Context: an optimization exercise on an open-source flow, tuned for small area, a short achievable clock period and few clock cycles. The choices shown serve that exercise and are no tape-out recipe.
In this exercise RTL edits were held to simulation tests only and were not proved equivalent to the original.
Power is estimated from default activity; no workload was simulated.

==> design/flow/design.v <==
`timescale 1ns/1ns
module cpu(
        input Clk,
        input Reset_N,
        output i_readM,
        output i_writeM,
        output [15:0] i_address,
        input [15:0] i_data,
        output d_readM,
        output d_writeM,
        output [15:0] d_address,
        input [15:0] d_data_in,
        output [15:0] d_data_out,
        output reg [15:0] num_inst,
        output reg [15:0] output_port,
        output is_halted
);
    assign i_readM = 1'b1;
    assign i_writeM = 1'b0;
    reg [7:0]  pc;
    reg [15:0] ir;
    reg        v_ex;
    reg [8:0]  pcp1_ex;
    reg        m_b, m_nb, m_imm, m_tcp, m_cin;      
    reg        x_br, x_jr, x_pt;                    
    reg [4:0]  sel_a, sel_b;                        
    reg [15:0] res;
    reg [15:0] sdata;
    reg [1:0]  rd_m;
    reg        we_m, ld_m, st_m, wwd_m, hlt_m, cnt_m;
    reg [15:0] r0, r1, r2, r3;
    wire [3:0] f_op = i_data[15:12];
    wire [5:0] f_fn = i_data[5:0];
    wire [1:0] f_rs = i_data[11:10];
    wire [1:0] f_rt = i_data[9:8];
    wire [7:0] f_imm = i_data[7:0];
    wire f_isR   = (f_op == 4'd15);
    wire f_r_alu = f_isR & ~f_fn[4];
    wire f_r_jr  = f_isR & f_fn[4] & ~f_fn[2];
    wire f_r_hlt = f_isR & f_fn[4] & f_fn[2] & f_fn[0];
    wire f_isBr  = (f_op[3:2] == 2'b00);
    wire f_jump  = f_op[3] & ~f_op[2] & (f_op[1] | f_op[0]);
    wire f_use_rs = ~((f_op == 4'd6) | (f_op == 4'd14) | f_jump | f_r_hlt);
    wire f_use_rt = (f_r_alu & ~f_fn[2]) | (f_isBr & ~f_op[1]) | (f_op == 4'd8);
    wire f_pt = f_isBr & ((f_imm[7:5] == 3'b111) | ((f_imm[7:5] == 3'b000) & ~f_op[0]));
    wire [8:0] pcp1 = {1'b0, pc} + 9'd1;
    wire [4:0] t_p = pc[4:0] ^ f_imm[4:0];
    wire [4:0] t_g = pc[4:0] & f_imm[4:0];
    wire c1 = pc[0] | f_imm[0];
    wire c2 = t_g[1] | (t_p[1] & pc[0]) | (t_p[1] & f_imm[0]);
    wire g32 = t_g[3] | (t_p[3] & t_g[2]);
    wire p32 = t_p[3] & t_p[2];
    wire c3 = t_g[2] | (t_p[2] & t_g[1]) | (t_p[2] & t_p[1] & pc[0]) | (t_p[2] & t_p[1] & f_imm[0]);
    wire c4 = g32 | (p32 & c2);
    wire c5 = t_g[4] | (t_p[4] & g32) | (t_p[4] & p32 & c2);
    wire [2:0] pc_hi_m1 = pc[7:5] - 3'd1;
    wire [2:0] pc_hi_p1 = pc[7:5] + 3'd1;
    wire [2:0] t_hi = f_imm[7] ? (c5 ? pc[7:5] : pc_hi_m1) : (c5 ? pc_hi_p1 : pc[7:5]);
    wire [7:0] f_btgt = {t_hi, t_p ^ {c4, c3, c2, c1, 1'b1}};
    reg [7:0] f_rsv;
    always @(*) begin
        case (f_rs)
            2'd0: f_rsv = r0[7:0];
            2'd1: f_rsv = r1[7:0];
            2'd2: f_rsv = r2[7:0];
            default: f_rsv = r3[7:0];
        endcase
    end
    wire [3:0] op  = ir[15:12];
    wire [5:0] fn  = ir[5:0];
    wire [1:0] rs  = ir[11:10];
    wire [1:0] rt  = ir[9:8];
    wire [1:0] rdf = ir[7:6];
    wire [7:0] imm = ir[7:0];
    wire [15:0] simm = {{8{imm[7]}}, imm};
    wire isR    = (op == 4'd15);
    wire r_alu  = isR & ~fn[4];
    wire r_jrl  = isR & fn[4] & ~fn[2] & fn[1];
    wire r_wwd  = isR & fn[4] & fn[2] & ~fn[0];
    wire r_hlt  = isR & fn[4] & fn[2] & fn[0];
    wire isADI  = (op == 4'd4);
    wire isORI  = (op == 4'd5);
    wire isLHI  = (op == 4'd6);
    wire isLWD  = (op == 4'd7);
    wire isSWD  = (op == 4'd8);
    wire isJAL  = (op == 4'd10);
    wire isNOP  = (op == 4'd14);
    wire go = v_ex;
    wire [15:0] A = ({16{sel_a[0]}} & r0) | ({16{sel_a[1]}} & r1) | ({16{sel_a[2]}} & r2)
                  | ({16{sel_a[3]}} & r3) | ({16{sel_a[4]}} & res);
    wire [15:0] B = ({16{sel_b[0]}} & r0) | ({16{sel_b[1]}} & r1) | ({16{sel_b[2]}} & r2)
                  | ({16{sel_b[3]}} & r3) | ({16{sel_b[4]}} & res);
    wire [15:0] y = ({16{m_b}} & B) | ({16{m_nb}} & ~B) | ({16{m_imm}} & simm) | {16{m_tcp}};
    wire [15:0] pg = A ^ y;
    wire [15:0] gb = ({16{m_b}} & A & B) | ({16{m_nb}} & A & ~B) | ({16{m_imm}} & A & simm);
    wire c0x = (m_nb & (A[0] | ~B[0])) | (m_tcp & ~A[0]);
    wire c1x = gb[0] | c0x;
    wire [15:0] gg0 = {gb[15:1], c1x};
    wire [15:0] gp0 = {pg[15:1], 1'b0};
    wire [15:0] gg1, gp1, gg2, gp2, gg3, gp3, gg4;
    genvar gi;
    generate
        for (gi = 0; gi < 16; gi = gi + 1) begin : pfx
            if (gi == 1) begin : l1b
                assign gg1[gi] = gb[1] | (pg[1] & gb[0]) | (pg[1] & c0x);
                assign gp1[gi] = 1'b0;
            end else if (gi >= 2) begin : l1
                assign gg1[gi] = gg0[gi] | (gp0[gi] & gg0[gi-1]);
                assign gp1[gi] = gp0[gi] & gp0[gi-1];
            end else begin : l1n
                assign gg1[gi] = gg0[gi];
                assign gp1[gi] = gp0[gi];
            end
            if (gi >= 2) begin : l2
                assign gg2[gi] = gg1[gi] | (gp1[gi] & gg1[gi-2]);
                assign gp2[gi] = gp1[gi] & gp1[gi-2];
            end else begin : l2n
                assign gg2[gi] = gg1[gi];
                assign gp2[gi] = gp1[gi];
            end
            if (gi >= 4) begin : l3
                assign gg3[gi] = gg2[gi] | (gp2[gi] & gg2[gi-4]);
                assign gp3[gi] = gp2[gi] & gp2[gi-4];
            end else begin : l3n
                assign gg3[gi] = gg2[gi];
                assign gp3[gi] = gp2[gi];
            end
            if (gi >= 8) begin : l4
                assign gg4[gi] = gg3[gi] | (gp3[gi] & gg3[gi-8]);
            end else begin : l4n
                assign gg4[gi] = gg3[gi];
            end
        end
    endgenerate
    wire [15:0] sum = pg ^ {gg4[14:0], m_cin};
    reg [15:0] other;
    reg sel_sum;
    always @(*) begin
        sel_sum = 1'b0;
        other = A;                                             
        if (isR) begin
            if (fn[4]) begin
                if (fn[1]) other = {7'd0, pcp1_ex};            
            end else case (fn[2:0])
                3'd2: other = gb;
                3'd3: other = gb | pg;
                3'd4: other = ~A;
                3'd6: other = {A[14:0], 1'b0};
                3'd7: other = {A[15], A[15:1]};
                default: sel_sum = 1'b1;                       
            endcase
        end else if (isORI) other = gb | pg;
        else if (isLHI) other = {imm, 8'h00};
        else if (isJAL) other = {7'd0, pcp1_ex};
        else sel_sum = 1'b1;                                   
    end
    wire [15:0] alu = sel_sum ? sum : other;
    wire a_eq_b = (A == B);
    wire a_nz = |A;
    reg br_cond;
    always @(*) begin
        case (op[1:0])
            2'd0: br_cond = ~a_eq_b;           
            2'd1: br_cond = a_eq_b;            
            2'd2: br_cond = ~A[15] & a_nz;     
            default: br_cond = A[15];          
        endcase
    end
    wire [7:0] br_target = pcp1_ex[7:0] + imm;
    wire redirect = go & ((x_br & (br_cond ^ x_pt)) | (x_jr & (A[7:0] != pc)));
    wire [7:0] target = x_jr ? A[7:0] : x_pt ? pcp1_ex[7:0] : br_target;
    wire we_ex = r_alu | isADI | isORI | isLHI | isLWD | isJAL | r_jrl;
    wire [1:0] dst_ex = (isJAL | r_jrl) ? 2'd2 : isR ? rdf : rt;
    wire f_seq = ~(f_pt | f_jump | f_r_jr);
    wire keep = ~redirect & ~haz;
    wire s_red = Reset_N & redirect;
    wire s_hold = Reset_N & ~redirect & haz;
    wire s_bt = Reset_N & keep & f_pt;
    wire s_j = Reset_N & keep & f_jump;
    wire s_jr = Reset_N & keep & f_r_jr;
    wire s_seq = Reset_N & keep & f_seq;
    always @(posedge Clk) begin
        pc <= ({8{s_red}} & target) | ({8{s_hold}} & pc) | ({8{s_bt}} & f_btgt)
            | ({8{s_j}} & f_imm) | ({8{s_jr}} & f_rsv) | ({8{s_seq}} & pcp1[7:0]);
    end
    wire fwd_a_nx = go & we_ex & (dst_ex == f_rs);
    wire fwd_b_nx = go & we_ex & (dst_ex == f_rt);
    wire haz = go & isLWD & ((f_use_rs & (dst_ex == f_rs)) | (f_use_rt & (dst_ex == f_rt)));
    wire f_sub = f_isR & (f_fn[2:0] == 3'd1);
    wire f_tcp = f_isR & (f_fn[2:0] == 3'd5);
    always @(posedge Clk) begin
        v_ex <= Reset_N & ~redirect & ~haz;
        ir <= i_data;
        pcp1_ex <= pcp1;
        m_b <= f_isR & ~f_fn[2] & (f_fn[1:0] != 2'd1);
        m_nb <= f_sub;
        m_imm <= ~f_isR & ~f_isBr;
        m_tcp <= f_tcp;
        m_cin <= f_sub | f_tcp;
        x_br <= f_isBr & (|f_imm);
        x_pt <= f_pt;
        x_jr <= f_r_jr;
        sel_a <= fwd_a_nx ? 5'b10000 : {1'b0, f_rs == 2'd3, f_rs == 2'd2, f_rs == 2'd1, f_rs == 2'd0};
        sel_b <= fwd_b_nx ? 5'b10000 : {1'b0, f_rt == 2'd3, f_rt == 2'd2, f_rt == 2'd1, f_rt == 2'd0};
    end
    always @(posedge Clk) begin
        res   <= alu;
        sdata <= B;
        rd_m  <= dst_ex;
        we_m  <= go & we_ex;
        ld_m  <= go & isLWD;
        st_m  <= go & isSWD;
        wwd_m <= go & r_wwd;
        hlt_m <= go & r_hlt;
        cnt_m <= go & ~isNOP & ~r_hlt;
    end
    wire [15:0] wdata = Reset_N ? (ld_m ? d_data_in : res) : 16'd0;
    always @(posedge Clk) begin
        if (!Reset_N || (we_m && rd_m == 2'd0)) r0 <= wdata;
        if (!Reset_N || (we_m && rd_m == 2'd1)) r1 <= wdata;
        if (!Reset_N || (we_m && rd_m == 2'd2)) r2 <= wdata;
        if (!Reset_N || (we_m && rd_m == 2'd3)) r3 <= wdata;
    end
    always @(posedge Clk) begin
        if (!Reset_N) num_inst <= 16'd0;
        else num_inst <= num_inst + {15'd0, cnt_m};
        if (wwd_m) output_port <= res;
    end
    assign i_address = {8'd0, pc};
    assign d_readM = ld_m;
    assign d_writeM = st_m;
    assign d_address = res;
    assign d_data_out = sdata;
    assign is_halted = hlt_m;
endmodule
==> design/flow/flow/run.sh <==
#!/bin/bash
# The standard layout (the standard.sh: ORFS from synthesis to the final
# layout, with config.mk's settings), with two changes:
#  - every repair_timing step aims at a setup slack of 8.0 ns at the design's
#    clock period, so gate sizing and buffering work on the paths that set the
#    period the design achieves;
#  - the port buffers that buffer_ports puts on every input and output are
#    buf_1 cells (resized later as timing needs) instead of the delay-buffer
#    cells it picks by default.
# The SDC, the clock period and the synthesis are the standard ones.
# make's output goes to standard_flow.log; each ORFS step writes its own log
# under orfs/logs/.
set -euo pipefail
bash standard.sh SETUP_SLACK_MARGIN=8.0 "BUFFER_PORTS_ARGS=-buffer_cell sky130_fd_sc_hd__buf_1" finish > standard_flow.log 2>&1
==> design/flow/standard.sh <==
#!/bin/bash
# synth_recipe.tcl (not shown) runs the flow's synth.tcl, then flattens the netlist and writes it again
# the make line also repeats each setting of config.mk as NAME=value (left out here)
make -C /OpenROAD-flow-scripts/flow DESIGN_CONFIG=/design/flow/config.mk WORK_HOME=/design/flow/orfs CLKGATE_MAP_FILE= SYNTH_SCRIPT=/design/flow/synth_recipe.tcl "${@:-finish}"
==> design/flow/config.mk <==
export PLATFORM = sky130hd
export DESIGN_NAME = cpu
export DESIGN_NICKNAME = cpu
export VERILOG_FILES = /design/flow/design.v
export SDC_FILE = /design/flow/constraint.sdc
export NUM_CORES = 4
export LEC_CHECK = 0
export ABC_CLOCK_PERIOD_IN_PS = 1500
export CAP_MARGIN = 20
export CORE_MARGIN = 2
export CORE_UTILIZATION = 55
export CTS_BUF_LIST = sky130_fd_sc_hd__clkbuf_8
export SLEW_MARGIN = 20
==> design/flow/constraint.sdc <==
create_clock -name core_clock -period 12.0 [get_ports {Clk}]
set_input_delay 2.4000 -clock core_clock [delete_from_list [all_inputs] [get_ports {Clk}]]
set_output_delay 2.4000 -clock core_clock [all_outputs]
set_load 0.01 [all_outputs]
==> results.cfg, run 1 <==
[status]
status = no timing/DRC/antenna violations

[timing]
hold_viol = 0
timing.fmax_ghz = 0.2538
min_period_ns = 3.940
tightestPinTransition_ns = 0.9988
setup_violations = 0
final.period_utilization_pct = 32.84
layout_setup_ws_ns = 8.060
tns_ns = 0
slew_viol_final = 0
fin_skew_ns = 0.01903
slew_headroom_pct = 33.32
rsz0062_at_grt = true

[drt]
top_layer_used = met4
vias_per_cell = 6.772
m1WireLength_mm = 15.50
vias = 10977
avgRoutedWirePerCell_um = 25.33
wl_met3_mm = 4.543
routed_wl_mm = 41.06
drtIter0Drc = 1460
first_pass_iters = 9
ant_nets = 0
drc_errors = 0
route.met2.wl_mm = 19.23

[worst_setup_path]
cp_top_family = compound AO/OA/AOI/OAI gates
crit_arrival_ns = 4.34
path_max_fanout = 5
path_common_cell = o21a_1
cp_slowest_cell = mux2_4
path_cells = buf_8 -> ha_4 -> o21a_1 -> o21a_1 -> o21ai_2 -> nand2b_1 -> a21oi_4 -> mux2_4 -> o31ai_2 -> a21oi_1 -> o31ai_1
endpoint_kind = flip-flop
crit_buf_inv = 1
max_stage_delay_ns = 0.33
start_kind = primary input
cp.required_ns = 12.39
crit_type = primary input to flip-flop

[hold_path]
hold_path.class = flip-flop to flip-flop

[yosys]
netlist_instances = 1271
synth_area_leaders = edfxtp_1 (21%), dfxtp_1 (19%), nand2_1 (4.8%), xnor2_1 (4.6%), a21oi_1 (4.6%)
netlist.area_leader.share_pct = 21.43
async_reset_ff_share_pct = 0
synthDistinctLibCells = 71
yosys.area.top_type = edfxtp_1
ys.flop_type = dfxtp_1
ys_warn_count = 1
syn_avg_cell_area_um2 = 8.821
netlist_area_mm2 = 0.01121
synth_edf_count = 80
seq_area_frac_synth_pct = 40.35
ys_ff_latch = 186

[cells_and_area]
multi_input_area_mm2 = 0.006304
layout_commonest_cell = nand2_1
diodes = 0
syn_to_final_growth_pct = 9.999
fillers = 1798
drive_gt1_share_pct = 7.920
seq_area_mm2 = 0.004549
design_area_mm2 = 0.01233
fin_nets = 1391
layout.cells.most_common_list = nand2_1 (141), nor2_1 (116), a21oi_1 (101), buf_1 (101), dfxtp_1 (96)

[clocking]
numCtsBuffers = 17
cts_max_level = 4
clkLatencyLatePin_ns = 0.48
cts.sinks = 186
cts_root_buf = clkbuf_8
path_clk_slew_ns = 0.11
cts_tree = built
clk_path_buf_depth = 2
hold_buffers = 0

[flow_run]
maxCapViolations = 0

[die]
core_region_area_mm2 = 0.02010
initial_core_util_pct = 55.77
die_area_mm2 = 0.02154
num_rows = 52
fp.dieH_um = 146.8
ios = 119
die_w_um = 146.8

[global_route]
antenna_found_initial = 0
gr-total-overflow = 0
first_global_vias = 10033
grt_max_degree = 54
grt_pass1_wl_mm = 61.42
grt_use_total_pct = 37.84

[power]
pwr_density_cell_mw_per_mm2 = 161.8
ir_worst_vdd_v = 0.00009564
leakagePower_nw = 4.423

[place]
placed_area_mm2 = 0.01174
port_buffers = 108
finalWeightedCongestion = 0.9982
hpwl_mm = 28.91
dpl_worst_slack_ns = 7.323
synth_stat cells (all sizes together) (10+ instances only):
cell	n
o21ai	81
and4	15
ha	18
mux2i	27
nand4	19
edfxtp	80
a22oi	42
nor3	19
nor2	117
a31oi	12
o211ai	12
o31ai	11
dfxtp	106
inv	22
o221ai	12
nand3	35
o22ai	10
a222oi	33
nand2	143
and3	16
clkbuf	76
a21oi	103
xnor2	59
buf	20
and2	12
xor2	26
a211oi	14
a221oi	19
sequential cells by signal, summed over array words and instances (netlist names), 9 cells and up:
name / flops
output_port: 16
num_inst: 16
ir: 14
r3: 16
sdata: 16
r2: 16
res: 16
r0: 16
r1: 16
pcp1_ex: 9
metal layers:
metal / global-route usage (%) / vias up
met2: 62.51 / 802
met1: 49.25 / 5139
met5: 0 / -
li1: - / 4915
met3: 6.894 / 121
met4: 15.68 / 0
repair_timing:
item | 4_1_cts | 5_1_grt
endpoints found under the setup margin | 14 | 10
cloned | 0 | 0
pin swaps | 3 | 11
resized for setup | 16 | 24
buffers inserted | 3 | 9
layout make-up:
cell class / count / area share [%]
inverter: 24 / 0.7710
sequential: 186 / 36.89
clock inverter: 15 / 1.380
clock buffer: 17 / 1.897
multi-input combinational: 973 / 51.11
timing repair buffer: 136 / 5.215
tap: 270 / 2.739
stage by stage:
step | cells | hold slack [ns] | power (mW) | utilization, %
2_1_floorplan | 1279 | 0.4736 | 1.306 | -
3_3_place_gp | 1577 | 0.4940 | 1.527 | 58.38
3_5_place_dp | 1577 | 0.5206 | 1.529 | 58.38
4_1_cts | 1612 | 0.5530 | 1.970 | 60.65
5_1_grt | 1621 | 0.5571 | 2.082 | 61.35
6_report | 1621 | 0.5409 | 1.996 | 61.35
tightest hold or removal path: cells and delay by family (launching register included):
family | cells | cell delay, ns
DFF | 1 | 0.36
and+or+nand+nor | 1 | 0.08
xor gates and xnor gates | 1 | 0.07
final timing paths:
check	from	to	slack, ns	cells after the start
setup / recovery	i_data[1]	pc[7]	8.06	11
hold / removal	num_inst[15]	num_inst[15]	0.54	2
setup reg to reg	sel_b[0]	res[12]	8.20	12
hold reg to reg	num_inst[15]	num_inst[15]	0.54	2
cell families after synthesis:
group	synth area share, %
simple gates	17.16
compound gates	25.05
flops	40.35
buf+inv	4.419
xor+xnor	6.640
mux	4.118
fa+ha+maj	2.187
other cells	0.06698
power by group:
part           leakage [nW]  switching, mW  internal, mW
registers              1.68          0.128         0.774
clock network         0.204          0.265         0.177
logic                  2.54          0.403         0.248
total                  4.42          0.797          1.20
Testbench counts, summed over its fixed seeds: cycles 38,905.
==> inputs of run 2 (changes only) <==
--- a/design/flow/design.v
+++ b/design/flow/design.v
@@ -133,5 +133,5 @@
         end
     endgenerate
-    wire [15:0] sum = pg ^ {gg4[14:0], m_cin};
+    wire [15:0] cy = {gg4[14:0], m_cin};
     reg [15:0] other;
     reg sel_sum;
@@ -155,5 +155,7 @@
         else sel_sum = 1'b1;                                   
     end
-    wire [15:0] alu = sel_sum ? sum : other;
+    wire [15:0] alu_c0 = sel_sum ? pg : other;
+    wire [15:0] alu_c1 = sel_sum ? ~pg : other;
+    wire [15:0] alu = (cy & alu_c1) | (~cy & alu_c0);
     wire a_eq_b = (A == B);
     wire a_nz = |A;
--- a/design/flow/config.mk
+++ b/design/flow/config.mk
@@ -9,5 +9,5 @@
 export CAP_MARGIN = 20
 export CORE_MARGIN = 2
-export CORE_UTILIZATION = 55
+export CORE_UTILIZATION = 40
 export CTS_BUF_LIST = sky130_fd_sc_hd__clkbuf_8
 export SLEW_MARGIN = 20
==> results.cfg, run 2 <==
[status]
status = no timing/DRC/antenna violations

[drt]
routed_wl_mm = 38.38
vias = 10256
drtIter0Drc = 1336
first_pass_iters = 9
avgRoutedWirePerCell_um = 22.54
vias_per_cell = 6.022
drc_errors = 0
ant_nets = 0

[worst_setup_path]
path_max_fanout = 4
cp.required_ns = 12.39
endpoint_kind = flip-flop
path_cells = buf_8 -> ha_4 -> o21ai_2 -> nand2b_1 -> a21o_1 -> a21o_1 -> a21oi_4 -> nor3b_2 -> a31oi_1 -> xor2_1 -> o21ai_1 -> a221o_1
start_kind = primary input
crit_arrival_ns = 4.38
cp_slowest_cell = a221o_1
max_stage_delay_ns = 0.32
path_common_cell = a21o_1
crit_type = primary input to flip-flop

[yosys]
synth-xor-area-share_pct = 7.606
netlist_instances = 1242
synth_area_leaders = edfxtp_1 (22%), dfxtp_1 (19%), xnor2_1 (6.1%), nand2_1 (4.4%), o21ai_0 (4.1%)
async_reset_ff_share_pct = 0
synth_top_family_by_area = compound AO/OA/AOI/OAI gates
yosys-top-cells-count = nand2_1 (132), dfxtp_1 (106), nor2_1 (95)
ys_warn_count = 1
ys.flop_type = dfxtp_1
netlist.area_leader.share_pct = 21.54
yosysMostFrequentCell = nand2_1
synthAdderAreaFrac_pct = 2.389
synthSimpleGateAreaFrac_pct = 17.41
seq_area_frac_synth_pct = 40.57
syn_avg_cell_area_um2 = 8.980
synth_compound_area_share_pct = 23.35
netlist_area_mm2 = 0.01115
synth_edf_count = 80
ys_ff_latch = 186
yosys.area.top_type = edfxtp_1
synthDistinctLibCells = 83
muxShareOfSynthArea_pct = 3.960

[global_route]
grt_use_met3_pct = 6.361
first_global_vias = 9300
grt.met2_usage_pct = 39.18
grt_use_total_pct = 26.03
gr-total-overflow = 0
grt_pass1_wl_mm = 56.70
antenna_found_initial = 1
grt-busiest-layer = met2
grt_max_degree = 54
use_met1_pct = 36.10

[timing]
slew_viol_final = 0
rsz0062_at_grt = true
timing.fmax_ghz = 0.2504
tightestPinTransition_ns = 0.8340
min_period_ns = 3.994
slew_headroom_pct = 44.37
tns_ns = 0
setup_violations = 0
fin_skew_ns = 0.02776
hold_viol = 0
final.period_utilization_pct = 33.28

[clocking]
cts_max_level = 4
numCtsBuffers = 17
cts_tree = built
hold_buffers = 0
clk_path_buf_depth = 2
cts.sinks = 186
clkLatencyLatePin_ns = 0.50
cts_root_buf = clkbuf_8
path_clk_slew_ns = 0.10

[place]
port_buffers = 108
placed_area_mm2 = 0.01178
place_inst = 1653
hpwl_mm = 27.46
finalWeightedCongestion = 0.9586

[die]
die_area_mm2 = 0.02923
die_w_um = 171.0
fp.dieH_um = 171.0
num_rows = 61
ios = 119
initial_core_util_pct = 40.37
core_region_area_mm2 = 0.02763

[power]
pwr_density_cell_mw_per_mm2 = 156.5
ir_worst_vdd_v = 0.00008144
leakagePower_nw = 4.430

[flow_run]
maxCapViolations = 0

[cells_and_area]
layout_commonest_cell = nand2_1
drive_gt1_share_pct = 10.57
fin_nets = 1364
final_util_pct = 45.11
fillers = 2731
design_area_mm2 = 0.01246
layout.cells.most_common_list = nand2_1 (127), buf_1 (103), dfxtp_1 (97), nor2_1 (93), a21oi_1 (85)
syn_to_final_growth_pct = 11.75
final_cells = 1703

[hold_path]
hold_path.class = flip-flop to flip-flop
[run 2: worst paths after layout]
kind | to | cells after the start | slack, ns | from
hold / removal | num_inst[13] | 2 | 0.53 | num_inst[13]
setup / recovery | pc[7] | 12 | 8.01 | i_data[1]
hold reg to reg | num_inst[13] | 2 | 0.53 | num_inst[13]
setup reg to reg | pc[6] | 13 | 8.09 | sel_a[4]
[run 2: metrics by stage]
step	setup WS [ns]	hold WS, ns	total power, mW
final	8.006	0.5318	1.951
after detailed placement	7.280	0.5241	1.504
after global routing	7.940	0.5442	2.050
after CTS	8.010	0.5302	1.927
after floorplan	7.795	0.4685	1.294
after global placement	7.343	0.5065	1.503
[run 2: area by class of cell]
type | count | area (um^2) | area share (%)
inverter | 22 | 88.84 | 0.7128
multi-input combinational | 943 | 6301 | 50.56
sequential | 186 | 4536 | 36.39
tap | 378 | 473.0 | 3.795
timing repair buffer | 141 | 679.4 | 5.451
antenna | 1 | 2.502 | 0.02008
clock buffer | 17 | 234.0 | 1.877
clock inverter | 15 | 148.9 | 1.195
[run 2: worst max-delay path: cells and delay by family]
| family | cells | cell delay, ns |
|---|---|---|
| buffers and inverters | 1 | 0.11 |
| AND/OR/NAND/NOR | 2 | 0.16 |
| adder cells (fa/ha/maj) | 1 | 0.23 |
| AO/OA/AOI/OAI | 7 | 1.31 |
| XOR/XNOR | 1 | 0.16 |
[run 2: metal layers]
layer	wire length [um]	share of wire [%]	up-vias
met5	0	0	-
met4	1229	3.2	0
met3	3937	10	85
met2	16870	44	598
met1	16340	43	4834
li1	-	-	4739
[run 2: power breakdown]
group / total [mW] / leakage, nW / internal [mW] / switching, mW
Sequential: 0.896 / 1.68 / 0.774 / 0.122
Clock: 0.413 / 0.205 / 0.169 / 0.243
Combinational: 0.642 / 2.54 / 0.247 / 0.395
Total: 1.95 / 4.43 / 1.19 / 0.760
[run 2: logic make-up after synthesis]
group	after synthesis
AOI/OAI and AO/OA	381
xor gates and xnor gates	96
adders and majority gates	21
buffers and inverters	121
DFF	186
muxes	34
other	2
and+or+nand+nor	401
[run 2: timing repair]
action	in CTS	in global routing
gates resized for setup	14	41
pin swaps	2	17
cloned	0	0
endpoints found under the setup margin	11	12
setup buffers	2	15
Testbench counts of run 2, summed over its fixed seeds: cycles 38,905.
==> inputs of run 3 (changes only) <==
--- a/design/flow/config.mk
+++ b/design/flow/config.mk
@@ -9,5 +9,5 @@
 export CAP_MARGIN = 20
 export CORE_MARGIN = 2
-export CORE_UTILIZATION = 40
+export CORE_UTILIZATION = 65
 export CTS_BUF_LIST = sky130_fd_sc_hd__clkbuf_8
 export SLEW_MARGIN = 20
==> results.cfg, run 3 <==
[drt]
vias_per_cell = 6.837
routed_wl_mm = 36.16
drtIter0Drc = 2119
first_pass_iters = 10
ant_nets = 0
vias = 10563
avgRoutedWirePerCell_um = 23.40
drc_errors = 0

[hold_path]
hold_end = output_port[2]
hp-start = res[2]
hold_path.class = flip-flop to flip-flop
hold_depth = 0

[power]
leakagePower_nw = 4.417
total_power_mw = 1.940
pwr_density_cell_mw_per_mm2 = 158.8
ir_worst_vdd_v = 0.0001414

[clocking]
clkLatencyLatePin_ns = 0.48
path_clk_slew_ns = 0.10
hold_buffers = 0
cts_root_buf = clkbuf_8
cts_tree = built
clk_path_buf_depth = 2
cts.sinks = 186
numCtsBuffers = 17
cts_max_level = 4

[yosys]
ys.flop_type = dfxtp_1
synth_area_leaders = edfxtp_1 (22%), dfxtp_1 (19%), xnor2_1 (6.1%), nand2_1 (4.4%), o21ai_0 (4.1%)
netlist_area_mm2 = 0.01115
yosys.area.top_type = edfxtp_1
synth_edf_count = 80
netlist.area_leader.share_pct = 21.54
syn_avg_cell_area_um2 = 8.980
ys_ff_latch = 186
yosys-top-cells-count = nand2_1 (132), dfxtp_1 (106), nor2_1 (95)
ys_warn_count = 1
yosysMostFrequentCell = nand2_1
netlist_instances = 1242
synthDistinctLibCells = 83
seq_area_frac_synth_pct = 40.57
async_reset_ff_share_pct = 0

[global_route]
first_global_vias = 9410
gr-total-overflow = 0
antenna_found_initial = 0
grt_use_total_pct = 39.43
grt_max_degree = 54
grt_pass1_wl_mm = 54.03

[timing]
fin_skew_ns = 0.02373
tns_ns = 0
min_period_ns = 4.033
slew_headroom_pct = 32.96
rsz0062_at_grt = true
tightestPinTransition_ns = 1.004
setup_violations = 0
timing.fmax_ghz = 0.2480
hold_ws_ns = 0.5239
hold_viol = 0
slew_viol_final = 0
final.period_utilization_pct = 33.60

[cells_and_area]
syn_to_final_growth_pct = 9.502
diodes = 0
fillers = 1282
drive_gt1_share_pct = 10.11
fin_nets = 1365
layout_commonest_cell = nand2_1
multi_input_area_mm2 = 0.006266
layout.cells.most_common_list = nand2_1 (126), buf_1 (104), dfxtp_1 (96), nor2_1 (94), a21oi_1 (85)
final_cells = 1545
seq_area_mm2 = 0.004542
design_area_mm2 = 0.01221

[worst_setup_path]
endpoint_kind = flip-flop
max_stage_delay_ns = 0.38
cp_slowest_cell = a221o_1
path_max_fanout = 5
cp.required_ns = 12.36
crit_type = primary input to flip-flop
start_kind = primary input
timing.rr.start = sel_b[0]
path_cells = buf_8 -> ha_4 -> o21ai_2 -> nand2b_1 -> a21o_1 -> a21o_1 -> a21oi_4 -> xor2_2 -> a221oi_2 -> o21ai_1 -> a221o_1
reg2reg_depth = 13
r2r_setup_slack_ns = 8.09
r2r-end = res[10]
crit_arrival_ns = 4.39
path_common_cell = a21o_1

[die]
num_rows = 47
die_area_mm2 = 0.01822
die_w_um = 135.0
core_region_area_mm2 = 0.01670
ios = 119
initial_core_util_pct = 66.78
fp.dieH_um = 135.0

[place]
port_buffers = 108
finalWeightedCongestion = 1.060
place_inst = 1491
hpwl_mm = 25.59
placed_area_mm2 = 0.01155

[flow_run]
maxCapViolations = 0

[status]
status = no timing/DRC/antenna violations
-- run 3: cell types whose count changed in the layout (fill, tap and decap cells not counted), sizes merged --
cell           delta
bufinv            -1
diode             -1
buf               +3
inv               +2
clkinv            -2
clkdlybuf4s15     -1
-- run 3: repair_timing --
| item | CTS | global route |
|---|---|---|
| resized for setup | 11 | 37 |
| setup endpoints to repair | 12 | 14 |
| hold endpoints to repair | 0 | 0 |
| pin swaps | 0 | 22 |
| setup buffers | 0 | 22 |
-- run 3: metrics by stage --
stage / worst slack, ns / util [%]
3_5_place_dp: 7.301 / 69.16
3_3_place_gp: 7.408 / 69.16
4_1_cts: 7.899 / 71.49
6_report: 7.967 / 73.13
2_1_floorplan: 7.795 / -
5_1_grt: 7.896 / 73.13
-- run 3: worst max-delay path by stage --
stage,from,endpoint,slack [ns],cells past startpoint
6_report,i_data[1],pc[6],7.97,11
5_1_grt,sel_b[0],res[10],7.90,13
4_1_cts,sel_a[2],res[11],7.90,14
3_5_place_dp,i_data[1],pc[6],7.30,11
3_3_place_gp,i_data[1],pc[6],7.41,11
2_1_floorplan,i_data[1],pc[6],7.80,10
-- run 3: kinds of logic (layout without fill, tap and decap cells) --
kind of cell,count (synthesis),count (layout),synth area share (%)
and+or+nand+nor,401,401,17.41
AOI/OAI and AO/OA,381,381,23.35
DFF,186,186,40.57
buffers and inverters,121,196,4.656
xor gates and xnor gates,96,96,7.606
muxes,34,34,3.960
adders and majority gates,21,21,2.390
other,2,10,0.06733
-- run 3: layout make-up --
class,count,area share (%)
inverters,22,0.7479
multi-input cells,943,51.31
flip-flops and latches,186,37.19
clock inverters,14,0.9425
clock buffers,18,2.028
well taps,220,2.254
repair buffers,142,5.532
-- run 3: critical path: cells and delay by family --
| kind | cells | cell delay, ns |
|---|---|---|
| AOI/OAI and AO/OA | 7 | 1.44 |
| adders and majority gates | 1 | 0.23 |
| buffers and inverters | 1 | 0.10 |
| xor gates and xnor gates | 1 | 0.12 |
| and+or+nand+nor | 1 | 0.10 |
-- run 3: routing by layer --
metal	vias up	share of wire [%]	track usage, %
met2	858	43	57.87
li1	4733	-	-
met3	140	14	9.047
met5	-	0	0
met4	0	4.6	16.09
met1	4832	39	56.58
-- run 3: where the power goes --
part	internal [mW]	leakage [nW]	switching [mW]	total [mW]
Combinational	0.251	2.54	0.394	0.646
Clock	0.155	0.198	0.239	0.394
Sequential	0.774	1.68	0.126	0.900
==> inputs of run 4 (changes only) <==
--- a/design/flow/config.mk
+++ b/design/flow/config.mk
@@ -9,5 +9,4 @@
 export CAP_MARGIN = 20
 export CORE_MARGIN = 2
-export CORE_UTILIZATION = 65
-export CTS_BUF_LIST = sky130_fd_sc_hd__clkbuf_8
+export CORE_UTILIZATION = 55
 export SLEW_MARGIN = 20
==> results.cfg, run 4 <==
[cells_and_area]
syn_to_final_growth_pct = 12.73
fin_nets = 1372
layout.cells.most_common_list = nand2_1 (127), buf_1 (102), dfxtp_1 (100), nor2_1 (93), a21oi_1 (85)
design_area_mm2 = 0.01257
final_util_pct = 62.74
diodes = 0
fillers = 1790
layout_commonest_cell = nand2_1
drive_gt1_share_pct = 10.51
final_cells = 1602

[drt]
first_pass_iters = 8
ant_nets = 0
drc_errors = 0
vias = 10429
avgRoutedWirePerCell_um = 23.62
drtIter0Drc = 1639
vias_per_cell = 6.510
routed_wl_mm = 37.84

[worst_setup_path]
start_kind = primary input
path_common_cell = a21o_1
crit_type = primary input to flip-flop
timing.rr.start = r3[6]
path_max_fanout = 4
cp.required_ns = 12.32
max_stage_delay_ns = 0.35
reg2reg_depth = 13
crit_start = i_data[1]
crit_arrival_ns = 4.33
r2r-end = res[11]
cp_slowest_cell = a221o_1
endpoint_kind = flip-flop
r2r_setup_slack_ns = 8.14
path_cells = buf_8 -> ha_4 -> o21ai_2 -> nand2b_1 -> a21o_1 -> a21o_1 -> a21oi_4 -> buf_6 -> nor2b_4 -> a221oi_2 -> o21ai_1 -> a221o_1
endpoint = pc[6]

[global_route]
antenna_found_initial = 1
gr-total-overflow = 0
first_global_vias = 9251
grt_pass1_wl_mm = 56.47
grt_use_total_pct = 34.53
grt_max_degree = 54

[yosys]
netlist_instances = 1242
synth_edf_count = 80
netlist.area_leader.share_pct = 21.54
syn_avg_cell_area_um2 = 8.980
ys.flop_type = dfxtp_1
ys_ff_latch = 186
yosys-top-cells-count = nand2_1 (132), dfxtp_1 (106), nor2_1 (95)
yosysMostFrequentCell = nand2_1
synth_area_leaders = edfxtp_1 (22%), dfxtp_1 (19%), xnor2_1 (6.1%), nand2_1 (4.4%), o21ai_0 (4.1%)
yosys.area.top_type = edfxtp_1
seq_area_frac_synth_pct = 40.57
synthDistinctLibCells = 83
netlist_area_mm2 = 0.01115
async_reset_ff_share_pct = 0
ys_warn_count = 1

[timing]
min_period_ns = 4.011
final.period_utilization_pct = 33.42
fin_skew_ns = 0.02896
setup_violations = 0
tns_ns = 0
slew_viol_final = 0
timing.fmax_ghz = 0.2493
tightestPinTransition_ns = 1.117
rsz0062_at_grt = true
hold_viol = 0
slew_headroom_pct = 25.24

[hold_path]
hold_path.class = flip-flop to flip-flop

[clocking]
numCtsBuffers = 17
clkLatencyLatePin_ns = 0.45
hold_buffers = 0
path_clk_slew_ns = 0.08
cts_root_buf = clkbuf_16
clk_path_buf_depth = 2
cts.sinks = 186
cts_tree = built
cts_max_level = 4

[place]
place_inst = 1545
finalWeightedCongestion = 0.9139
port_buffers = 108
hpwl_mm = 26.87
placed_area_mm2 = 0.01164

[power]
leakagePower_nw = 4.553
total_power_mw = 2.126
pwr_density_cell_mw_per_mm2 = 169.1
ir_worst_vdd_v = 0.0001006

[die]
initial_core_util_pct = 55.66
fp.dieH_um = 146.4
core_region_area_mm2 = 0.02004
die_area_mm2 = 0.02143
die_w_um = 146.4
num_rows = 52
ios = 119

[flow_run]
maxCapViolations = 0

[status]
status = no timing/DRC/antenna violations
==> run 4: cell types whose count changed in the layout (fill, tap and decap cells not counted), moves of 3 or more <==
| cell | change |
|---|---|
| xnor2_2 | -3 |
| dfxtp_2 | -3 |
| clkbuf_16 | +18 |
| dfxtp_1 | +4 |
| clkbuf_8 | -17 |
| buf_4 | +5 |
==> run 4: logic make-up (layout without fill, tap and decap cells) <==
family	Yosys count	after routing	synth area share (%)
buf+inv	121	203	4.656
fa+ha+maj	21	21	2.390
mux	34	34	3.960
other cells	2	10	0.06733
flops	186	186	40.57
compound gates	381	381	23.35
simple gates	401	401	17.41
xor+xnor	96	96	7.606
==> run 4: layout make-up <==
class                           count  area, um^2  area share (%)
Multi-Input combinational cell    943        6282           49.97
Tap cell                          270       337.8           2.687
Sequential cell                   186        4534           36.06
Clock buffer                       20       467.9           3.722
Timing Repair Buffer              149       738.2           5.871
Inverter                           22       91.34          0.7264
Clock inverter                     12       121.4          0.9653
==> run 4: worst max-delay path: cells and delay by family <==
kind	cells	cell delay (ns)
buffers and inverters	2	0.24
AOI/OAI and AO/OA	7	1.21
and+or+nand+nor	2	0.23
adders and majority gates	1	0.26
==> run 4: worst min-delay path by stage <==
stage / start / end / slack, ns / depth (start not counted)
floorplan: v_ex / cnt_m / 0.47 / 2
global placement: num_inst[13] / num_inst[13] / 0.50 / 2
detailed placement: num_inst[13] / num_inst[13] / 0.52 / 2
CTS: num_inst[13] / num_inst[13] / 0.53 / 2
global route: res[5] / output_port[5] / 0.56 / 0
finish: num_inst[13] / num_inst[13] / 0.52 / 2
==> run 4: report_power, final <==
group / switching, mW / leakage, nW / internal [mW]
Combinational: 0.397 / 2.58 / 0.254
Sequential: 0.129 / 1.68 / 0.774
Clock: 0.276 / 0.295 / 0.296
Total: 0.802 / 4.55 / 1.32
==> run 4: layer usage <==
metal	routed length, um	track usage [%]	vias up
met4	1235	11.65	2
met1	15920	50.51	4903
met2	16470	51.46	680
li1	-	-	4754
met5	11	0	-
met3	4202	6.781	90
==> run 4: through the flow <==
step	hold WS (ns)	worst slack, ns
after floorplan	0.4685	7.795
after global placement	0.5042	7.363
after detailed placement	0.5195	7.360
after CTS	0.5305	8.008
after global routing	0.5555	7.929
final	0.5242	7.989
==> run 4: repair_timing <==
action,4_1_cts,5_1_grt
setup buffers,1,24
pin swaps,2,18
resized for setup,14,39
endpoints found under the setup margin,11,13
==> inputs of run 5 (changes only) <==
--- a/design/flow/design.v
+++ b/design/flow/design.v
@@ -133,5 +133,5 @@
         end
     endgenerate
-    wire [15:0] cy = {gg4[14:0], m_cin};
+    wire [15:0] sum = pg ^ {gg4[14:0], m_cin};
     reg [15:0] other;
     reg sel_sum;
@@ -155,7 +155,5 @@
         else sel_sum = 1'b1;                                   
     end
-    wire [15:0] alu_c0 = sel_sum ? pg : other;
-    wire [15:0] alu_c1 = sel_sum ? ~pg : other;
-    wire [15:0] alu = (cy & alu_c1) | (~cy & alu_c0);
+    wire [15:0] alu = sel_sum ? sum : other;
     wire a_eq_b = (A == B);
     wire a_nz = |A;
--- a/design/flow/flow/run.sh
+++ b/design/flow/flow/run.sh
@@ -2,5 +2,5 @@
 # The standard layout (the standard.sh: ORFS from synthesis to the final
 # layout, with config.mk's settings), with two changes:
-#  - every repair_timing step aims at a setup slack of 8.0 ns at the design's
+#  - every repair_timing step aims at a setup slack of 8.5 ns at the design's
 #    clock period, so gate sizing and buffering work on the paths that set the
 #    period the design achieves;
@@ -12,3 +12,3 @@
 # under orfs/logs/.
 set -euo pipefail
-bash standard.sh SETUP_SLACK_MARGIN=8.0 "BUFFER_PORTS_ARGS=-buffer_cell sky130_fd_sc_hd__buf_1" finish > standard_flow.log 2>&1
+bash standard.sh SETUP_SLACK_MARGIN=8.5 "BUFFER_PORTS_ARGS=-buffer_cell sky130_fd_sc_hd__buf_1" finish > standard_flow.log 2>&1
--- a/design/flow/config.mk
+++ b/design/flow/config.mk
@@ -9,4 +9,4 @@
 export CAP_MARGIN = 20
 export CORE_MARGIN = 2
-export CORE_UTILIZATION = 55
+export CORE_UTILIZATION = 40
 export SLEW_MARGIN = 20
==> results.cfg, run 5 <==
[cells_and_area]
layout_commonest_cell = nand2_1
fin_nets = 1430
drive_gt1_share_pct = 15.25
layout.cells.most_common_list = nand2_1 (138), nor2_1 (114), a21oi_1 (96), buf_1 (94), edfxtp_1 (80)
fillers = 2665
syn_to_final_growth_pct = 18.74

[hold_path]
hold_path.class = flip-flop to flip-flop

[power]
leakagePower_nw = 4.801
power.switching_uw = 817.1
pwr-share-seq_pct = 41.6
clkPwrFrac_pct = 25.7
p_comb_share_pct = 32.7
pwr_density_cell_mw_per_mm2 = 162.2
internal-power_mw = 1.342
p_sw_share_pct = 37.85
total_power_mw = 2.159
ir_worst_vdd_v = 0.00008297

[worst_setup_path]
crit_arrival_ns = 4.24
crit_buf_inv = 1
crit_type = primary input to flip-flop
cp_slowest_cell = mux2_4
cp.required_ns = 12.32
endpoint_kind = flip-flop
max_stage_delay_ns = 0.34
start_kind = primary input
path_cells = buf_8 -> ha_4 -> o21a_1 -> o21a_1 -> o21ai_1 -> nand2b_1 -> a21oi_4 -> mux2_4 -> a21boi_0 -> nor2b_1 -> a21oi_1 -> o31ai_1
path_max_fanout = 4
path_common_cell = o21a_1
cp_top_family = compound AO/OA/AOI/OAI gates

[yosys]
synth_area_leaders = edfxtp_1 (21%), dfxtp_1 (19%), nand2_1 (4.8%), xnor2_1 (4.6%), a21oi_1 (4.6%)
netlist_instances = 1271
yosysMostFrequentCell = nand2_1
netlist.area_leader.share_pct = 21.43
ys_ff_latch = 186
yosys.area.top_type = edfxtp_1
async_reset_ff_share_pct = 0
seq_area_frac_synth_pct = 40.35
yosys-top-cells-count = nand2_1 (143), nor2_1 (117), dfxtp_1 (106)
ys.flop_type = dfxtp_1
synthDistinctLibCells = 71
syn_avg_cell_area_um2 = 8.821
netlist_area_mm2 = 0.01121
synth_edf_count = 80
ys_warn_count = 1

[timing]
slew_headroom_pct = 34.18
tns_ns = 0
fin_skew_ns = 0.01452
setup_violations = 0
tightestPinTransition_ns = 0.9836
hold_viol = 0
final.period_utilization_pct = 32.69
min_period_ns = 3.923
timing.fmax_ghz = 0.2549
slew_viol_final = 0
rsz0062_at_grt = true

[global_route]
grt_max_degree = 54
grt_use_total_pct = 26.83
first_global_vias = 10119
antenna_found_initial = 0
gr-total-overflow = 0
grt_pass1_wl_mm = 59.83

[die]
die_area_mm2 = 0.02938
core_region_area_mm2 = 0.02771
initial_core_util_pct = 40.47
num_rows = 61
fp.dieH_um = 171.4
ios = 119
die_w_um = 171.4

[drt]
vias_per_cell = 6.176
first_pass_iters = 9
ant_nets = 0
drtIter0Drc = 1597
avgRoutedWirePerCell_um = 22.21
drc_errors = 0
vias = 10932
routed_wl_mm = 39.32

[clocking]
cts.sinks = 186
cts_root_buf = clkbuf_16
path_clk_slew_ns = 0.08
hold_buffers = 0
numCtsBuffers = 17
clkLatencyLatePin_ns = 0.45
cts_max_level = 4
cts_tree = built
clk_path_buf_depth = 2

[place]
finalWeightedCongestion = 0.8997
hpwl_mm = 27.42
port_buffers = 108

[flow_run]
maxCapViolations = 0

[status]
status = no timing/DRC/antenna violations
==> run 5: worst paths after layout <==
check                                from              to  slack (ns)  cells past startpoint
worst max-delay path            i_data[1]           pc[7]        8.08                     12
worst min-delay path               res[8]  output_port[8]        0.51                      0
worst max register to register     ir[12]           pc[6]        8.45                      9
worst min register to register     res[8]  output_port[8]        0.51                      0
==> run 5: metrics by stage <==
step,util (%),cells,setup WS [ns],hold WS (ns),cell area [um^2]
4_1_cts,46.75,1746,8.075,0.5184,12950
2_1_floorplan,-,1279,7.781,0.4753,11300
5_1_grt,48.03,1768,7.967,0.5229,13310
3_5_place_dp,42.89,1686,7.083,0.4943,11880
3_3_place_gp,42.89,1686,7.103,0.4936,11880
6_report,48.05,1770,8.077,0.5069,13310
==> run 5: worst reg2reg max path: cells and delay by family, from the launching register on <==
family,cells,cell delay [ns]
DFF,1,0.88
xor gates and xnor gates,1,0.27
AOI/OAI and AO/OA,4,1.44
and+or+nand+nor,4,0.85
==> run 5: power by group through the flow <==
| stage | clock [mW] | sequential (mW) | combinational (mW) |
|---|---|---|---|
| finish | 0.554 | 0.899 | 0.706 |
| global route | 0.596 | 0.909 | 0.769 |
| CTS | 0.566 | 0.890 | 0.648 |
| detailed placement | 0 | 0.900 | 0.611 |
| global placement | 0 | 0.900 | 0.608 |
| floorplan | 0 | 0.865 | 0.441 |
==> run 5: final cells by class <==
class                           count  area, um^2  share of cell area (%)
Clock inverter                     15       135.1                   1.015
Clock buffer                       17       425.4                   3.195
Inverter                           24       97.59                  0.7331
Antenna cell                        2       5.005                 0.03759
Multi-Input combinational cell    974        6551                   49.21
Timing Repair Buffer              174        1032                   7.754
Tap cell                          378       473.0                   3.553
Sequential cell                   186        4593                   34.50
==> run 5: logic make-up after synthesis <==
group | share of synthesized area, %
adders and majority gates | 2.187
DFF | 40.35
and+or+nand+nor | 17.16
muxes | 4.118
other | 0.06698
xor gates and xnor gates | 6.640
AOI/OAI and AO/OA | 25.05
buffers and inverters | 4.419
==> run 5: timing repair <==
action                     CTS  global route
setup endpoints to repair   42            36
buffers inserted            27            22
cloned                       1             0
pin swaps                   36            48
resized for setup          103            56
==> run 5: per-layer routing <==
metal	vias up	routed length, um	track usage [%]
met2	619	17490	40.88
met5	-	0	2.087
li1	5014	-	-
met3	87	3478	4.533
met4	0	1076	9.506
met1	5212	17270	38.13
Testbench counts of run 5, summed over its fixed seeds: cycles 38,905.
==> inputs of run 6 (changes only) <==
--- a/design/flow/design.v
+++ b/design/flow/design.v
@@ -24,10 +24,11 @@
     reg        m_b, m_nb, m_imm, m_tcp, m_cin;      
     reg        x_br, x_jr, x_pt;                    
-    reg [4:0]  sel_a, sel_b;                        
+    reg [15:0] A, B;                                
     reg [15:0] res;
     reg [15:0] sdata;
     reg [1:0]  rd_m;
-    reg        we_m, ld_m, st_m, wwd_m, hlt_m, cnt_m;
+    reg        we_m, ld_m, mem_m, st_m, wwd_m, hlt_m, cnt_m;
     reg [15:0] r0, r1, r2, r3;
+    wire [15:0] wdata = Reset_N ? (ld_m ? d_data_in : res) : 16'd0;
     wire [3:0] f_op = i_data[15:12];
     wire [5:0] f_fn = i_data[5:0];
@@ -43,5 +44,5 @@
     wire f_use_rs = ~((f_op == 4'd6) | (f_op == 4'd14) | f_jump | f_r_hlt);
     wire f_use_rt = (f_r_alu & ~f_fn[2]) | (f_isBr & ~f_op[1]) | (f_op == 4'd8);
-    wire f_pt = f_isBr & ((f_imm[7:5] == 3'b111) | ((f_imm[7:5] == 3'b000) & ~f_op[0]));
+    wire f_pt = f_isBr & (f_imm[7:5] == 3'b111);
     wire [8:0] pcp1 = {1'b0, pc} + 9'd1;
     wire [4:0] t_p = pc[4:0] ^ f_imm[4:0];
@@ -51,20 +52,25 @@
     wire g32 = t_g[3] | (t_p[3] & t_g[2]);
     wire p32 = t_p[3] & t_p[2];
-    wire c3 = t_g[2] | (t_p[2] & t_g[1]) | (t_p[2] & t_p[1] & pc[0]) | (t_p[2] & t_p[1] & f_imm[0]);
+    wire c3 = t_g[2] | (t_p[2] & c2);
     wire c4 = g32 | (p32 & c2);
     wire c5 = t_g[4] | (t_p[4] & g32) | (t_p[4] & p32 & c2);
     wire [2:0] pc_hi_m1 = pc[7:5] - 3'd1;
-    wire [2:0] pc_hi_p1 = pc[7:5] + 3'd1;
-    wire [2:0] t_hi = f_imm[7] ? (c5 ? pc[7:5] : pc_hi_m1) : (c5 ? pc_hi_p1 : pc[7:5]);
-    wire [7:0] f_btgt = {t_hi, t_p ^ {c4, c3, c2, c1, 1'b1}};
-    reg [7:0] f_rsv;
+    wire [7:0] f_btgt = {c5 ? pc[7:5] : pc_hi_m1, t_p ^ {c4, c3, c2, c1, 1'b1}};
+    reg [15:0] rf_a, rf_b;
     always @(*) begin
         case (f_rs)
-            2'd0: f_rsv = r0[7:0];
-            2'd1: f_rsv = r1[7:0];
-            2'd2: f_rsv = r2[7:0];
-            default: f_rsv = r3[7:0];
+            2'd0: rf_a = r0;
+            2'd1: rf_a = r1;
+            2'd2: rf_a = r2;
+            default: rf_a = r3;
         endcase
-    end
+        case (f_rt)
+            2'd0: rf_b = r0;
+            2'd1: rf_b = r1;
+            2'd2: rf_b = r2;
+            default: rf_b = r3;
+        endcase
+    end
+    wire [7:0] f_rsv = rf_a[7:0];
     wire [3:0] op  = ir[15:12];
     wire [5:0] fn  = ir[5:0];
@@ -87,14 +93,8 @@
     wire isNOP  = (op == 4'd14);
     wire go = v_ex;
-    wire [15:0] A = ({16{sel_a[0]}} & r0) | ({16{sel_a[1]}} & r1) | ({16{sel_a[2]}} & r2)
-                  | ({16{sel_a[3]}} & r3) | ({16{sel_a[4]}} & res);
-    wire [15:0] B = ({16{sel_b[0]}} & r0) | ({16{sel_b[1]}} & r1) | ({16{sel_b[2]}} & r2)
-                  | ({16{sel_b[3]}} & r3) | ({16{sel_b[4]}} & res);
     wire [15:0] y = ({16{m_b}} & B) | ({16{m_nb}} & ~B) | ({16{m_imm}} & simm) | {16{m_tcp}};
     wire [15:0] pg = A ^ y;
     wire [15:0] gb = ({16{m_b}} & A & B) | ({16{m_nb}} & A & ~B) | ({16{m_imm}} & A & simm);
-    wire c0x = (m_nb & (A[0] | ~B[0])) | (m_tcp & ~A[0]);
-    wire c1x = gb[0] | c0x;
-    wire [15:0] gg0 = {gb[15:1], c1x};
+    wire [15:0] gg0 = {gb[15:1], gb[0] | (pg[0] & m_cin)};
     wire [15:0] gp0 = {pg[15:1], 1'b0};
     wire [15:0] gg1, gp1, gg2, gp2, gg3, gp3, gg4;
@@ -102,8 +102,5 @@
     generate
         for (gi = 0; gi < 16; gi = gi + 1) begin : pfx
-            if (gi == 1) begin : l1b
-                assign gg1[gi] = gb[1] | (pg[1] & gb[0]) | (pg[1] & c0x);
-                assign gp1[gi] = 1'b0;
-            end else if (gi >= 2) begin : l1
+            if (gi >= 1) begin : l1
                 assign gg1[gi] = gg0[gi] | (gp0[gi] & gg0[gi-1]);
                 assign gp1[gi] = gp0[gi] & gp0[gi-1];
@@ -184,6 +181,8 @@
             | ({8{s_j}} & f_imm) | ({8{s_jr}} & f_rsv) | ({8{s_seq}} & pcp1[7:0]);
     end
-    wire fwd_a_nx = go & we_ex & (dst_ex == f_rs);
-    wire fwd_b_nx = go & we_ex & (dst_ex == f_rt);
+    wire fwd_ea = go & we_ex & (dst_ex == f_rs);
+    wire fwd_eb = go & we_ex & (dst_ex == f_rt);
+    wire fwd_ma = we_m & (rd_m == f_rs);
+    wire fwd_mb = we_m & (rd_m == f_rt);
     wire haz = go & isLWD & ((f_use_rs & (dst_ex == f_rs)) | (f_use_rt & (dst_ex == f_rt)));
     wire f_sub = f_isR & (f_fn[2:0] == 3'd1);
@@ -201,6 +200,6 @@
         x_pt <= f_pt;
         x_jr <= f_r_jr;
-        sel_a <= fwd_a_nx ? 5'b10000 : {1'b0, f_rs == 2'd3, f_rs == 2'd2, f_rs == 2'd1, f_rs == 2'd0};
-        sel_b <= fwd_b_nx ? 5'b10000 : {1'b0, f_rt == 2'd3, f_rt == 2'd2, f_rt == 2'd1, f_rt == 2'd0};
+        A <= fwd_ea ? alu : fwd_ma ? wdata : rf_a;
+        B <= fwd_eb ? alu : fwd_mb ? wdata : rf_b;
     end
     always @(posedge Clk) begin
@@ -210,4 +209,5 @@
         we_m  <= go & we_ex;
         ld_m  <= go & isLWD;
+        mem_m <= go & (isLWD | isSWD);
         st_m  <= go & isSWD;
         wwd_m <= go & r_wwd;
@@ -215,5 +215,4 @@
         cnt_m <= go & ~isNOP & ~r_hlt;
     end
-    wire [15:0] wdata = Reset_N ? (ld_m ? d_data_in : res) : 16'd0;
     always @(posedge Clk) begin
         if (!Reset_N || (we_m && rd_m == 2'd0)) r0 <= wdata;
@@ -228,5 +227,5 @@
     end
     assign i_address = {8'd0, pc};
-    assign d_readM = ld_m;
+    assign d_readM = mem_m;
     assign d_writeM = st_m;
     assign d_address = res;
==> design/flow/flow/run.sh (replaced) <==
#!/bin/bash
# The standard layout (the standard.sh: ORFS from synthesis to the final
# layout, with config.mk's settings), with one change: every repair_timing
# step aims at a setup slack of 8.5 ns at the design's clock period, so gate
# sizing and buffering work on the paths that set the period the design
# achieves. The SDC, the clock period and the synthesis are the standard ones.
# make's output goes to standard_flow.log; each ORFS step writes its own log
# under orfs/logs/.
set -euo pipefail
bash standard.sh SETUP_SLACK_MARGIN=8.5 finish > standard_flow.log 2>&1
==> results.cfg, run 6 <==
[drt]
routed_wl_mm = 44.31
ant_nets = 0
vias = 11813
drtIter0Drc = 1656
vias_per_cell = 5.865
drc_errors = 0
avgRoutedWirePerCell_um = 22.00
first_pass_iters = 6

[clocking]
path_clk_slew_ns = 0.06
clk_path_buf_depth = 3
cts_tree = built
clkLatencyLatePin_ns = 0.53
hold_buffers = 0
cts_max_level = 1
numCtsBuffers = 22
cts_root_buf = clkbuf_16
cts.sinks = 209

[cells_and_area]
layout.cells.most_common_list = nor2_1 (138), nand2_1 (122), a21oi_1 (102), o21ai_0 (95), edfxtp_1 (80)
final_util_pct = 50.07
diodes = 0
layout_commonest_cell = nor2_1
drive_gt1_share_pct = 27.23
fillers = 2970
fin_nets = 1611
syn_to_final_growth_pct = 24.37

[timing]
slew_headroom_pct = 25.63
tightestPinTransition_ns = 1.114
hold_viol = 0
rsz0062_at_grt = true
fin_skew_ns = 0.03648
layout_setup_ws_ns = 8.018
timing.fmax_ghz = 0.2511
min_period_ns = 3.982
slew_viol_final = 0
tns_ns = 0
setup_violations = 0
final.period_utilization_pct = 33.19

[yosys]
async_reset_ff_share_pct = 0
netlist_area_mm2 = 0.01300
yosys-top-cells-count = nor2_1 (142), dfxtp_1 (129), nand2_1 (125)
ys_warn_count = 1
netlist.area_leader.share_pct = 19.87
ys.flop_type = dfxtp_1
ys_ff_latch = 209
netlist_instances = 1445
yosys.area.top_type = dfxtp_1
synth_area_leaders = dfxtp_1 (20%), edfxtp_1 (18%), mux4_2 (5.5%), xnor2_1 (4.4%), a21oi_1 (4.3%)
syn_avg_cell_area_um2 = 8.996
seq_area_frac_synth_pct = 38.35
yosysMostFrequentCell = nor2_1
synthDistinctLibCells = 90
synth_edf_count = 80

[hold_path]
hold_depth = 0
hold_path.class = flip-flop to flip-flop

[global_route]
grt_max_degree = 56
grt_pass1_wl_mm = 67.10
antenna_found_initial = 0
first_global_vias = 11092
gr-total-overflow = 0
grt_use_total_pct = 25.63

[die]
die_w_um = 184.3
num_rows = 66
ios = 119
fp.dieH_um = 184.3
die_area_mm2 = 0.03396
initial_core_util_pct = 40.26
core_region_area_mm2 = 0.03229

[power]
ir_worst_vdd_v = 0.0001302
pwr_density_cell_mw_per_mm2 = 166.1
leakagePower_nw = 6.229

[place]
hpwl_mm = 30.28
finalWeightedCongestion = 0.9143
dpl_worst_slack_ns = 6.792
port_buffers = 108

[worst_setup_path]
cp.required_ns = 12.35
reg2reg_depth = 17
start_kind = flip-flop
crit_arrival_ns = 4.33
endpoint_kind = flip-flop
path_max_fanout = 4
crit_type = flip-flop to flip-flop

[flow_run]
maxCapViolations = 0

[status]
status = no timing/DRC/antenna violations
run 6: metal layers:
metal	share of wire [%]	global-route usage (%)	routed length (um)
met5	0	0	0
met4	2.6	7.744	1144
met3	7.5	3.715	3309
met2	47	41.40	20750
met1	43	35.60	19110
run 6: worst max-delay path, stage by stage (launching register included):
cell	delay (ns)
dfxtp_4	0.38
mux2i_4	0.28
nand2_2	0.11
nor2_4	0.09
xnor2_1	0.12
ha_2	0.22
or2_4	0.13
ha_4	0.15
nor3_2	0.04
a31oi_1	0.21
o211a_1	0.23
o211ai_4	0.09
a2111o_1	0.43
a211oi_4	0.39
o211ai_4	0.18
a311oi_4	0.46
or2b_4	0.22
a221oi_4	0.07
run 6: kinds of logic (layout without fill, tap and decap cells):
family | after synthesis | count (layout) | share of synthesized area (%)
AO/OA/AOI/OAI | 411 | 412 | 20.29
XOR/XNOR | 91 | 91 | 6.247
adder cells (fa/ha/maj) | 21 | 21 | 2.137
buffers and inverters | 173 | 291 | 6.093
flip-flops | 209 | 209 | 38.35
multiplexers | 98 | 98 | 10.90
other | 2 | 10 | 0.05777
AND/OR/NAND/NOR | 440 | 440 | 15.93
run 6: final timing paths:
check,from,to,slack [ns]
worst max-delay path,B[0],res[12],8.02
worst min-delay path,B[13],sdata[13],0.41
worst max register to register,B[0],res[12],8.02
worst min register to register,B[13],sdata[13],0.41
run 6: area by class of cell:
class	instances	area (um^2)	share of cell area [%]
flip-flops and latches	209	5090	31.48
clock buffers	26	575.6	3.560
inverters	51	197.7	1.223
repair buffers	199	1648	10.19
multi-input cells	1072	7883	48.76
repair inverters	1	5.005	0.03096
clock inverters	14	215.2	1.331
well taps	442	553.0	3.421
run 6: where the power goes:
group / internal, mW / total, mW / switching (mW) / leakage [nW]
Sequential: 0.890 / 1.04 / 0.153 / 1.89
Combinational: 0.401 / 0.902 / 0.501 / 3.96
Clock: 0.454 / 0.740 / 0.286 / 0.382
Total: 1.74 / 2.68 / 0.941 / 6.23
run 6: stage by stage:
| step | cells | instance area [um^2] | hold WS, ns | power, mW |
|---|---|---|---|---|
| CTS | 2007 | 16090 | 0.4070 | 2.660 |
| finish | 2014 | 16170 | 0.4067 | 2.685 |
| floorplan | 1453 | 13510 | 0.3689 | 1.568 |
| detailed placement | 1904 | 14480 | 0.3966 | 1.875 |
| global placement | 1904 | 14480 | 0.3922 | 1.867 |
| global route | 2014 | 16170 | 0.4098 | 2.811 |
run 6: what timing repair did:
item / in CTS / in global routing
buffers inserted: 60 / 6
endpoints found under the setup margin: 132 / 73
gates resized for setup: 448 / 55
gates cloned: 3 / 1
pin swaps: 44 / 20
Testbench counts of run 6, summed over its fixed seeds: cycles 39,466.

-- separate check: timing with driven ports --
The results above use ideal ports. As a check the final layouts listed here were re-extracted and re-timed, cells and wires unchanged.
Step 1, drivers: a clkbuf_16 drives Clk and a buf_2 each remaining input, both assumed.
Step 2 also shifts input and output timing later by t, the mid clock arrival at the registers, as if the neighbouring blocks saw the same clock.
Slacks: ideal / step 1 / step 2; pairs: ideal / step 1.
| run | t, ns | setup slack, ns | worst setup path at the end | slew at the worst register clock pin (ns) |
|---|---|---|---|---|
| run 1 | 0.514 | 8.060 / 8.064 / 7.550 | input to register | 0.11 / 0.11 |
| run 2 | 0.533 | 8.006 / 8.016 / 7.483 | input to register | 0.11 / 0.11 |
| run 3 | 0.508 | 7.967 / 7.972 / 7.463 | input to register | 0.11 / 0.11 |
| run 4 | 0.484 | 7.989 / 8.003 / 7.519 | input to register | 0.09 / 0.09 |
| run 5 | 0.492 | 8.077 / 8.089 / 7.597 | input to register | 0.08 / 0.08 |
| run 6 | 0.565 | 8.018 / 8.018 / 7.705 | input to register | 0.07 / 0.07 |
After both steps setup and hold are still met in every run listed. For run 2, which loses most, drivers alone change the setup slack by +0.010 ns; drivers and shift together by -0.523 ns.
